Context: an optimization exercise on an open-source flow, tuned for small area, a short achievable clock period and few clock cycles per item. The choices shown serve that exercise and are no tape-out recipe.
Where RTL was checked, it was by simulation tests only, not by an equivalence proof against the original.
Power and IR drop assume default switching activity.

// processor
module processor(
    input logic [15:0] INSTRin,
    input logic reset,
    input logic clk,
    input logic run,
    output logic done,
    output logic [15:0] r0_out, r1_out, a_out, r_out
);
Settings: LEC_CHECK=0, CAP_MARGIN=20, CORE_MARGIN=2, CORE_UTILIZATION=60, SETUP_SLACK_MARGIN=2, SLEW_MARGIN=20, SYNTH_HIERARCHICAL=1, SYNTH_MINIMUM_KEEP_SIZE=0; clock period 8.0 ns.
standard.sh (not shown) runs the stock make flow with config.mk's settings and CLKGATE_MAP_FILE= SYNTH_SCRIPT=/design/flow/synth_recipe.tcl, a recipe that flattens the netlist after the stock synthesis.
==> flow/flow/run.sh <==
#!/bin/bash
# The standard layout (standard.sh, with its standard synthesis), except
# that the port buffers are inserted as sky130_fd_sc_hd__buf_1 cells.
set -euo pipefail
export BUFFER_PORTS_ARGS="-buffer_cell sky130_fd_sc_hd__buf_1"
bash standard.sh > standard_flow.log 2>&1
Testbench counts at the start, summed over its fixed seeds: cycles 4,800, instructions 4,800.
Rerun with:
--- a/flow/config.mk
+++ b/flow/config.mk
@@ -11 +11 @@
-export SETUP_SLACK_MARGIN = 2
+export SETUP_SLACK_MARGIN = 2.5
@@ -14,0 +15 @@
+export TNS_END_PERCENT = 0
After rerunning: Non-clock buffer count went up by 4; cell area barely changes; clock skew went up by 7.9 ps; fmax went up by 1.4%; final cell count went up by 0.53%; power went down by 0.75%; setup slack improves by 78 ps; clock-buffer cell count is unchanged; combinational power hardly moves.

Another version of the RTL of processor (not shown whole).
For scale: about 1000 cells after synthesis, ~64 flip-flops, roughly 84 I/O pins, ~8100 um^2 of cells after synthesis.
export LEC_CHECK = 0
export CAP_MARGIN = 20
export CORE_MARGIN = 2
export CORE_UTILIZATION = 40
export SLEW_MARGIN = 20
create_clock -name core_clock -period 8.0 [get_ports {clk}]
run.sh (not shown) runs the stock make flow with config.mk's settings and CLKGATE_MAP_FILE= SYNTH_SCRIPT=/design/flow/synth_recipe.tcl, a recipe that flattens the netlist after the stock synthesis.
Stock flow here: none of the scripts above is used.
The first run produced a clean layout.
==> next run, changes <==
- CORE_UTILIZATION: 40 -> 60
- SETUP_SLACK_MARGIN: unset -> 2.5
The new run passed the timing, DRC and antenna checks. Sequential cell count does not change. Worst setup slack gets better by 0.56 ns. Power grows by about 12%. Wire length grows by about 5%.
No functional check of the RTL was part of any run of this note.

the reference run:
processor, a different RTL version from the one above (not shown whole).
For scale: ~820 cells after synthesis, roughly 64 flip-flops, ~6400 µm² of cells after synthesis.
export LEC_CHECK = 0
export CAP_MARGIN = 20
export CORE_MARGIN = 2
export CORE_UTILIZATION = 60
export CTS_BUF_LIST = sky130_fd_sc_hd__clkbuf_4
export SETUP_SLACK_MARGIN = 1.5
export SLEW_MARGIN = 20
create_clock -name core_clock -period 8.0 [get_ports {clk}]
standard.sh (not shown) runs the stock make flow with config.mk's settings and CLKGATE_MAP_FILE= SYNTH_SCRIPT=/design/flow/synth_recipe.tcl, a recipe that flattens the netlist after the stock synthesis.
Scripts as last shown in full above: flow/flow/run.sh
Testbench counts of the reference run, summed over its fixed seeds: cycles 4,800, instructions 4,800.
What the trial run does differently from the reference run at the input level:
==> flow/run.sh (new file) <==
#!/bin/bash
# synth_recipe.tcl (not shown) runs the flow's synth.tcl, then flattens the netlist and writes it again
# the make line also repeats each setting of config.mk as NAME=value (left out here)
make -C /OpenROAD-flow-scripts/flow DESIGN_CONFIG=/design/flow/config.mk WORK_HOME=/design/flow/orfs CLKGATE_MAP_FILE= SYNTH_SCRIPT=/design/flow/synth_recipe.tcl finish
-- flow/config.mk --
<<< the reference run, line 10
export CORE_UTILIZATION = 60
export CTS_BUF_LIST = sky130_fd_sc_hd__clkbuf_4
export SETUP_SLACK_MARGIN = 1.5
>>> the trial run, line 10
export CORE_UTILIZATION = 60
export SETUP_SLACK_MARGIN = 1.5
removed: flow/flow/run.sh
removed: flow/standard.sh
Results
- Going from the reference run to the trial run, via count climbed 188, worst setup slack dropped 0.044 ns, mean routed wirelength per cell climbed 10%.

separate check: timing with driven ports:
How much do the figures lean on ideal ports? The routed layouts below were timed once more, with nothing changed but the port constraints.
Step 1 sets driving cells, clkbuf_16 on the clock port and buf_2 on the other inputs (assumed; they add their load-dependent delay and slew).
Step 2 times the ports against the registers' clock, not the clock port: input delays grow and output delays shrink by t, the midpoint of the rising clock arrivals with the driver on.
Slacks: no drivers / after step 1 / after step 2; pairs: no drivers / after step 1.
run	t (ns)	setup slack, ns	worst setup path at the end	slew at the worst register clock pin (ns)	cell pins on the clock port's net
the first run of note 1	0.368	2.113 / 2.102 / 1.733	input to register	0.07 / 0.07	1
the second run of note 1	0.408	2.191 / 2.120 / 1.711	input to register	0.09 / 0.09	1
the first run of note 2	0.363	0.289 / 0.280 / -0.083	input to register	0.06 / 0.06	1
the second run of note 2	0.368	0.853 / 0.852 / 0.484	input to register	0.06 / 0.06	1
the reference run	0.436	1.683 / 1.685 / 1.249	input to register	0.11 / 0.11	1
the trial run	0.371	1.639 / 1.645 / 1.273	input to register	0.07 / 0.07	1
Met with ideal ports but missed after step 2: setup timing in the first run of note 2. The setup slack of the second run of note 1, which loses most, moves by -0.071 ns with the drivers and by -0.480 ns with both steps.
